Context: an optimization exercise on an open-source flow, tuned for small area. The choices shown serve that exercise and are no tape-out recipe. In this exercise RTL edits were held to simulation tests only and were not proved equivalent to the original. No activity file was given, so power comes from the tool's default toggle rates.

==> module rv32i, before the edit <==
module rv32i (
    input  wire        clk,
    input  wire        n_rst,
    input  wire [31:0] instruction,
    output wire [7:0]  pc,
    input  wire [31:0] d_in,
    output wire        wr_en,
    output wire [1:0]  mode,
    output wire [7:0]  wr_addr,
    output wire [7:0]  rd_addr,
    output wire [31:0] d_out
);
    reg  [7:0]  pc_reg;
    reg  [31:0] inst;
    wire [7:0]  pc_next;
    assign pc = pc_reg;
    always @(posedge clk or negedge n_rst)
        if (!n_rst) pc_reg <= 8'd0;
        else        pc_reg <= pc_next;
    always @(posedge clk or negedge n_rst)
        if (!n_rst) inst[0] <= 1'b0;
        else        inst[0] <= instruction[0];
    always @(posedge clk)
        inst[31:1] <= instruction[31:1];
    wire [6:0] op = inst[6:0];
    wire [2:0] f3 = inst[14:12];
    wire is_load  = (op == 7'b0000011);
    wire is_store = (op == 7'b0100011);
    wire is_br    = (op == 7'b1100011);
    wire is_imm   = (op == 7'b0010011);
    wire is_op    = (op == 7'b0110011);
    wire is_jal   = (op == 7'b1101111);
    wire is_jalr  = (op == 7'b1100111);
    wire is_lui   = (op == 7'b0110111);
    wire is_auipc = (op == 7'b0010111);
    wire writes   = is_load | is_op | is_imm | is_jal | is_jalr | is_lui | is_auipc;
    wire [31:0] r1, r2;
    wire [4:0]  rd_W;
    reg  [31:0] wd_W;
    wire [32*31-1:0] rq;
    wire [31:1]      s1, s2, we, nwe;
    genvar gi;
    generate
        for (gi = 1; gi < 32; gi = gi + 1) begin : g_rf
            reg  [31:0] r;
            wire [31:0] rn;
            rnext u_n (.q(r), .wd(wd_W), .we(we[gi]), .nwe(nwe[gi]), .y(rn));
            always @(posedge clk)
                r <= rn;
            assign rq[32*(gi-1) +: 32] = r;
        end
    endgenerate
    wdec31 u_wdec (.a(rd_W), .we(we), .nwe(nwe));
    dec31  u_dec1 (.a(inst[19:15]), .y(s1));
    dec31  u_dec2 (.a(inst[24:20]), .y(s2));
    rmux   u_rd1  (.s(s1), .q(rq), .y(r1));
    rmux   u_rd2  (.s(s2), .q(rq), .y(r2));
    wire [8:0] link = {1'b0, pc_reg} + 9'd4;
    wire [7:0] imm_p = {inst[27:25], inst[3] ? inst[24:21] : inst[11:8], 1'b0};
    wire [7:0] add_p = pc_reg + imm_p;
    wire       st_fmt = inst[5] & ~inst[6];
    wire       sub_a  = inst[30] & ~inst[6];
    wire [7:0] imm_a  = st_fmt ? {inst[27:25], inst[11:7]} : inst[27:20];
    wire [7:0] add_a  = r1[7:0] + (imm_a ^ {8{sub_a}}) + {7'b0, sub_a};
    wire        a_r1 = is_op | is_imm | is_br;
    wire        a_j  = is_jal | is_jalr;
    wire [31:0] in_a = a_r1     ? r1 :
                       is_auipc ? {24'b0, pc_reg} :
                       a_j      ? {23'b0, link} : 32'b0;
    wire        b_r2 = is_op | is_br | is_store;
    wire        b_u  = is_lui | is_auipc;
    wire [31:0] in_b = b_r2   ? r2 :
                       is_imm ? {{20{inst[31]}}, inst[31:20]} :
                       b_u    ? {inst[31:12], 12'b0} : 32'b0;
    wire [2:0]  s_alu = (is_op | is_imm) ? f3 : 3'b000;
    wire        ext   = inst[30] & (((is_op | is_imm) & ((f3 == 3'b000) | (f3 == 3'b101))) | b_u);
    wire [31:0] y;
    wire        eq;
    alu alu (.a(in_a), .b(in_b), .s(s_alu), .ext(ext), .y(y), .eq(eq));
    reg [31:0] x_E;
    reg [7:0]  t_E;
    reg        taken_E;
    reg [4:0]  rd_E;
    reg [2:0]  f3_E;
    reg        ld_E, st_E;
    always @(posedge clk) begin
        x_E     <= y;
        t_E     <= inst[6] ? add_p : add_a;
        taken_E <= is_br & (f3 == 3'b000) & eq;
        rd_E    <= writes ? inst[11:7] : 5'd0;
        f3_E    <= f3;
        ld_E    <= is_load;
        st_E    <= is_store;
    end
    assign pc_next = is_jalr ? add_a :
                     is_jal  ? add_p :
                     taken_E ? t_E   : link[7:0];
    reg [31:0] x_M;
    reg [7:0]  a_M;
    reg [4:0]  rd_M;
    reg [2:0]  f3_M;
    reg        ld_M, st_M;
    always @(posedge clk) begin
        x_M  <= x_E;
        a_M  <= t_E;
        rd_M <= rd_E;
        f3_M <= f3_E;
        ld_M <= ld_E;
        st_M <= st_E;
    end
    assign wr_en   = st_M;
    assign mode    = f3_M[1:0];
    assign wr_addr = a_M;
    assign rd_addr = a_M;
    assign d_out   = x_M;
    function [31:0] rd_data_sel(input [2:0] funct, input [31:0] data);
        case (funct)
            3'b000 : rd_data_sel = {{24{data[7]}}, data[7:0]};
            3'b001 : rd_data_sel = {{16{data[15]}}, data[15:0]};
            3'b010 : rd_data_sel = data;
            3'b100 : rd_data_sel = {24'h0, data[7:0]};
            3'b101 : rd_data_sel = {16'h0, data[15:0]};
            default: rd_data_sel = 32'h0;
        endcase
    endfunction
    reg [4:0] rd_Wr;
    assign rd_W = rd_Wr;
    always @(posedge clk) begin
        wd_W  <= ld_M ? rd_data_sel(f3_M, d_in) : x_M;
        rd_Wr <= rd_M;
    end
endmodule
clock: 7.0 ns
lec_check: 0
cap_margin: 20
core_margin: 2
core_utilization: 70
cts_buf_list: sky130_fd_sc_hd__clkbuf_16
cts_cluster_diameter: 120
cts_cluster_size: 24
slew_margin: 20
synth_hierarchical: 1
synth_minimum_keep_size: 0
standard.sh (not shown) runs the stock make flow with config.mk's settings and CLKGATE_MAP_FILE= SYNTH_SCRIPT=/design/flow/synth_recipe.tcl, a recipe that flattens the netlist after the stock synthesis.
==> flow/flow/run.sh <==
#!/bin/bash
# The standard layout (standard.sh: standard synthesis, floorplan, place,
# CTS, route), with the port buffers made from the smallest buffer cell.
# ORFS writes each step's log under orfs/logs; make's own output goes to
# make_finish.log here.
set -euo pipefail
bash standard.sh "BUFFER_PORTS_ARGS=-buffer_cell sky130_fd_sc_hd__buf_1" finish > make_finish.log 2>&1
The baseline finished with negative setup slack left.
==> next run, changes <==
--- a/flow/design.v
+++ b/flow/design.v
@@ -289,42 +289,45 @@
                        a_j      ? {23'b0, link} : 32'b0;
     wire        b_r2 = is_op | is_br | is_store;
     wire        b_u  = is_lui | is_auipc;
     wire [31:0] in_b = b_r2   ? r2 :
                        is_imm ? {{20{inst[31]}}, inst[31:20]} :
                        b_u    ? {inst[31:12], 12'b0} : 32'b0;
-    wire [2:0]  s_alu = (is_op | is_imm) ? f3 : 3'b000;
-    wire        ext   = inst[30] & (((is_op | is_imm) & ((f3 == 3'b000) | (f3 == 3'b101))) | b_u);
-    wire [31:0] y;
-    wire        eq;
-    alu alu (.a(in_a), .b(in_b), .s(s_alu), .ext(ext), .y(y), .eq(eq));
-    reg [31:0] x_E;
+    reg [31:0] a_E, b_E;
     reg [7:0]  t_E;
-    reg        taken_E;
+    reg        alu_E, ext_E, beq_E;
     reg [4:0]  rd_E;
     reg [2:0]  f3_E;
     reg        ld_E, st_E;
     always @(posedge clk) begin
-        x_E     <= y;
-        t_E     <= inst[6] ? add_p : add_a;
-        taken_E <= is_br & (f3 == 3'b000) & eq;
-        rd_E    <= writes ? inst[11:7] : 5'd0;
-        f3_E    <= f3;
-        ld_E    <= is_load;
-        st_E    <= is_store;
+        a_E   <= in_a;
+        b_E   <= in_b;
+        t_E   <= inst[6] ? add_p : add_a;
+        alu_E <= is_op | is_imm;
+        ext_E <= inst[30] & (((is_op | is_imm) & (f3 == 3'b000)) |
+                             ((is_op | is_imm) & (f3 == 3'b101)) | b_u);
+        beq_E <= is_br & (f3 == 3'b000);
+        rd_E  <= writes ? inst[11:7] : 5'd0;
+        f3_E  <= f3;
+        ld_E  <= is_load;
+        st_E  <= is_store;
     end
+    wire [31:0] y;
+    wire        eq;
+    alu alu (.a(a_E), .b(b_E), .s(alu_E ? f3_E : 3'b000), .ext(ext_E), .y(y), .eq(eq));
+    wire taken_E = beq_E & eq;
     assign pc_next = is_jalr ? add_a :
                      is_jal  ? add_p :
                      taken_E ? t_E   : link[7:0];
     reg [31:0] x_M;
     reg [7:0]  a_M;
     reg [4:0]  rd_M;
     reg [2:0]  f3_M;
     reg        ld_M, st_M;
     always @(posedge clk) begin
-        x_M  <= x_E;
+        x_M  <= y;
         a_M  <= t_E;
         rd_M <= rd_E;
         f3_M <= f3_E;
         ld_M <= ld_E;
         st_M <= st_E;
     end
The new run completed with no timing, DRC or antenna violations.
Wire length increases by 1.4%.
Power came out higher by 3.2%.
Synthesized area rises by 1.4%.
Design area rose by 1.3%.
Synthesized cell count came out higher by 0.60%.
Worst hold slack stays flat.
Combinational power rises by about 2%.
Die area came out higher by 1.4%.
Clock skew falls by 21 ps.

---

rv32i with an RTL version that a note above also has.
For scale: ~4400 cells after synthesis, roughly 1200 flip-flops, roughly 0.051 mm^2 of cells after synthesis.
==> module rv32i, before the edit <==
module rv32i (
    input  wire        clk,
    input  wire        n_rst,
    input  wire [31:0] instruction,
    output wire [7:0]  pc,
    input  wire [31:0] d_in,
    output wire        wr_en,
    output wire [1:0]  mode,
    output wire [7:0]  wr_addr,
    output wire [7:0]  rd_addr,
    output wire [31:0] d_out
);
    reg  [7:0]  pc_reg;
    reg  [31:0] inst;
    wire [7:0]  pc_next;
    assign pc = pc_reg;
    always @(posedge clk or negedge n_rst)
        if (!n_rst) pc_reg <= 8'd0;
        else        pc_reg <= pc_next;
    always @(posedge clk or negedge n_rst)
        if (!n_rst) inst[0] <= 1'b0;
        else        inst[0] <= instruction[0];
    always @(posedge clk)
        inst[31:1] <= instruction[31:1];
    wire [6:0] op = inst[6:0];
    wire [2:0] f3 = inst[14:12];
    wire is_load  = (op == 7'b0000011);
    wire is_store = (op == 7'b0100011);
    wire is_br    = (op == 7'b1100011);
    wire is_imm   = (op == 7'b0010011);
    wire is_op    = (op == 7'b0110011);
    wire is_jal   = (op == 7'b1101111);
    wire is_jalr  = (op == 7'b1100111);
    wire is_lui   = (op == 7'b0110111);
    wire is_auipc = (op == 7'b0010111);
    wire writes   = is_load | is_op | is_imm | is_jal | is_jalr | is_lui | is_auipc;
    wire [31:0] r1, r2;
    wire [4:0]  rd_W;
    reg  [31:0] wd_W;
    wire [32*31-1:0] rq;
    wire [31:1]      s1, s2, we, nwe;
    genvar gi;
    generate
        for (gi = 1; gi < 32; gi = gi + 1) begin : g_rf
            reg  [31:0] r;
            wire [31:0] rn;
            rnext u_n (.q(r), .wd(wd_W), .we(we[gi]), .nwe(nwe[gi]), .y(rn));
            always @(posedge clk)
                r <= rn;
            assign rq[32*(gi-1) +: 32] = r;
        end
    endgenerate
    wdec31 u_wdec (.a(rd_W), .we(we), .nwe(nwe));
    dec31  u_dec1 (.a(inst[19:15]), .y(s1));
    dec31  u_dec2 (.a(inst[24:20]), .y(s2));
    rmux   u_rd1  (.s(s1), .q(rq), .y(r1));
    rmux   u_rd2  (.s(s2), .q(rq), .y(r2));
    wire [8:0] link = {1'b0, pc_reg} + 9'd4;
    wire [7:0] imm_p = {inst[27:25], inst[3] ? inst[24:21] : inst[11:8], 1'b0};
    wire [7:0] add_p = pc_reg + imm_p;
    wire       st_fmt = inst[5] & ~inst[6];
    wire       sub_a  = inst[30] & ~inst[6];
    wire [7:0] imm_a  = st_fmt ? {inst[27:25], inst[11:7]} : inst[27:20];
    wire [7:0] add_a  = r1[7:0] + (imm_a ^ {8{sub_a}}) + {7'b0, sub_a};
    wire        a_r1 = is_op | is_imm | is_br;
    wire        a_j  = is_jal | is_jalr;
    wire [31:0] in_a = a_r1     ? r1 :
                       is_auipc ? {24'b0, pc_reg} :
                       a_j      ? {23'b0, link} : 32'b0;
    wire        b_r2 = is_op | is_br | is_store;
    wire        b_u  = is_lui | is_auipc;
    wire [31:0] in_b = b_r2   ? r2 :
                       is_imm ? {{20{inst[31]}}, inst[31:20]} :
                       b_u    ? {inst[31:12], 12'b0} : 32'b0;
    reg [31:0] a_E, b_E;
    reg [7:0]  t_E;
    reg        alu_E, ext_E, beq_E;
    reg [4:0]  rd_E;
    reg [2:0]  f3_E;
    reg        ld_E, st_E;
    always @(posedge clk) begin
        a_E   <= in_a;
        b_E   <= in_b;
        t_E   <= inst[6] ? add_p : add_a;
        alu_E <= is_op | is_imm;
        ext_E <= inst[30] & (((is_op | is_imm) & (f3 == 3'b000)) |
                             ((is_op | is_imm) & (f3 == 3'b101)) | b_u);
        beq_E <= is_br & (f3 == 3'b000);
        rd_E  <= writes ? inst[11:7] : 5'd0;
        f3_E  <= f3;
        ld_E  <= is_load;
        st_E  <= is_store;
    end
    wire [31:0] y;
    wire        eq;
    alu alu (.a(a_E), .b(b_E), .s(alu_E ? f3_E : 3'b000), .ext(ext_E), .y(y), .eq(eq));
    wire taken_E = beq_E & eq;
    assign pc_next = is_jalr ? add_a :
                     is_jal  ? add_p :
                     taken_E ? t_E   : link[7:0];
    reg [31:0] x_M;
    reg [7:0]  a_M;
    reg [4:0]  rd_M;
    reg [2:0]  f3_M;
    reg        ld_M, st_M;
    always @(posedge clk) begin
        x_M  <= y;
        a_M  <= t_E;
        rd_M <= rd_E;
        f3_M <= f3_E;
        ld_M <= ld_E;
        st_M <= st_E;
    end
    assign wr_en   = st_M;
    assign mode    = f3_M[1:0];
    assign wr_addr = a_M;
    assign rd_addr = a_M;
    assign d_out   = x_M;
    function [31:0] rd_data_sel(input [2:0] funct, input [31:0] data);
        case (funct)
            3'b000 : rd_data_sel = {{24{data[7]}}, data[7:0]};
            3'b001 : rd_data_sel = {{16{data[15]}}, data[15:0]};
            3'b010 : rd_data_sel = data;
            3'b100 : rd_data_sel = {24'h0, data[7:0]};
            3'b101 : rd_data_sel = {16'h0, data[15:0]};
            default: rd_data_sel = 32'h0;
        endcase
    endfunction
    reg [4:0] rd_Wr;
    assign rd_W = rd_Wr;
    always @(posedge clk) begin
        wd_W  <= ld_M ? rd_data_sel(f3_M, d_in) : x_M;
        rd_Wr <= rd_M;
    end
endmodule
export LEC_CHECK = 0
export CAP_MARGIN = 20
export CORE_MARGIN = 2
export CORE_UTILIZATION = 60
export CTS_BUF_LIST = sky130_fd_sc_hd__clkbuf_16
export CTS_CLUSTER_DIAMETER = 100
export CTS_CLUSTER_SIZE = 22
export SLEW_MARGIN = 20
export SYNTH_HIERARCHICAL = 1
export SYNTH_MINIMUM_KEEP_SIZE = 0
create_clock -name core_clock -period 7.0 [get_ports {clk}]
Scripts as last shown in full above: flow/flow/run.sh
==> next run, changes <==
--- a/flow/design.v
+++ b/flow/design.v
@@ -289,45 +289,42 @@
                        a_j      ? {23'b0, link} : 32'b0;
     wire        b_r2 = is_op | is_br | is_store;
     wire        b_u  = is_lui | is_auipc;
     wire [31:0] in_b = b_r2   ? r2 :
                        is_imm ? {{20{inst[31]}}, inst[31:20]} :
                        b_u    ? {inst[31:12], 12'b0} : 32'b0;
-    reg [31:0] a_E, b_E;
+    wire [2:0]  s_alu = (is_op | is_imm) ? f3 : 3'b000;
+    wire        ext   = inst[30] & (((is_op | is_imm) & ((f3 == 3'b000) | (f3 == 3'b101))) | b_u);
+    wire [31:0] y;
+    wire        eq;
+    alu alu (.a(in_a), .b(in_b), .s(s_alu), .ext(ext), .y(y), .eq(eq));
+    reg [31:0] x_E;
     reg [7:0]  t_E;
-    reg        alu_E, ext_E, beq_E;
+    reg        taken_E;
     reg [4:0]  rd_E;
     reg [2:0]  f3_E;
     reg        ld_E, st_E;
     always @(posedge clk) begin
-        a_E   <= in_a;
-        b_E   <= in_b;
-        t_E   <= inst[6] ? add_p : add_a;
-        alu_E <= is_op | is_imm;
-        ext_E <= inst[30] & (((is_op | is_imm) & (f3 == 3'b000)) |
-                             ((is_op | is_imm) & (f3 == 3'b101)) | b_u);
-        beq_E <= is_br & (f3 == 3'b000);
-        rd_E  <= writes ? inst[11:7] : 5'd0;
-        f3_E  <= f3;
-        ld_E  <= is_load;
-        st_E  <= is_store;
+        x_E     <= y;
+        t_E     <= inst[6] ? add_p : add_a;
+        taken_E <= is_br & (f3 == 3'b000) & eq;
+        rd_E    <= writes ? inst[11:7] : 5'd0;
+        f3_E    <= f3;
+        ld_E    <= is_load;
+        st_E    <= is_store;
     end
-    wire [31:0] y;
-    wire        eq;
-    alu alu (.a(a_E), .b(b_E), .s(alu_E ? f3_E : 3'b000), .ext(ext_E), .y(y), .eq(eq));
-    wire taken_E = beq_E & eq;
     assign pc_next = is_jalr ? add_a :
                      is_jal  ? add_p :
                      taken_E ? t_E   : link[7:0];
     reg [31:0] x_M;
     reg [7:0]  a_M;
     reg [4:0]  rd_M;
     reg [2:0]  f3_M;
     reg        ld_M, st_M;
     always @(posedge clk) begin
-        x_M  <= y;
+        x_M  <= x_E;
         a_M  <= t_E;
         rd_M <= rd_E;
         f3_M <= f3_E;
         ld_M <= ld_E;
         st_M <= st_E;
     end
- The new run completed without violations
- sequential share of layout area is lower by 0.85 points
- utilization went up by 0.38 points
- sequential power went down by 3.0%
- non-clock buffer count rose by 43
- first-iteration DRC count goes up by 3.1%
- worst setup slack gets worse by 1.7 ns
- register-to-register slack gets worse by 1.7 ns
- die area shrinks by 1.4%
- routed wire length falls by 0.51%
- global-route usage is higher by 0.24 points
- fmax shrinks by 26%
- cell count fell by 1.1%

separate check: timing with driven ports:
The results above use ideal ports. As a check the final layouts listed here were re-extracted and re-timed, cells and wires unchanged.
Step 1, drivers: a clkbuf_16 drives clk and a buf_2 each remaining input, both assumed.
Step 2 moves the port delays by t, midway between the first and last clock arrival at a register: inputs arrive t later, outputs are due t later. That takes back most of the time a late clock gives input paths.
Slacks: ideal / step 1 / step 2; pairs: ideal / step 1.
run | t, ns | slack for setup (ns) | worst setup path at the end | clock arrival spread, ns | slew at the worst register clock pin (ns)
the first run of note 1 | 0.771 | -0.017 / -0.017 / -0.017 | register to register | 0.060 / 0.060 | 0.10 / 0.10
the second run of note 1 | 0.773 | 2.102 / 2.102 / 2.102 | register to register | 0.041 / 0.040 | 0.10 / 0.10
the first run of note 2 | 0.750 | 2.064 / 2.064 / 2.064 | register to register | 0.042 / 0.042 | 0.10 / 0.10
the second run of note 2 | 0.750 | 0.325 / 0.325 / 0.325 | register to register | 0.043 / 0.043 | 0.10 / 0.10
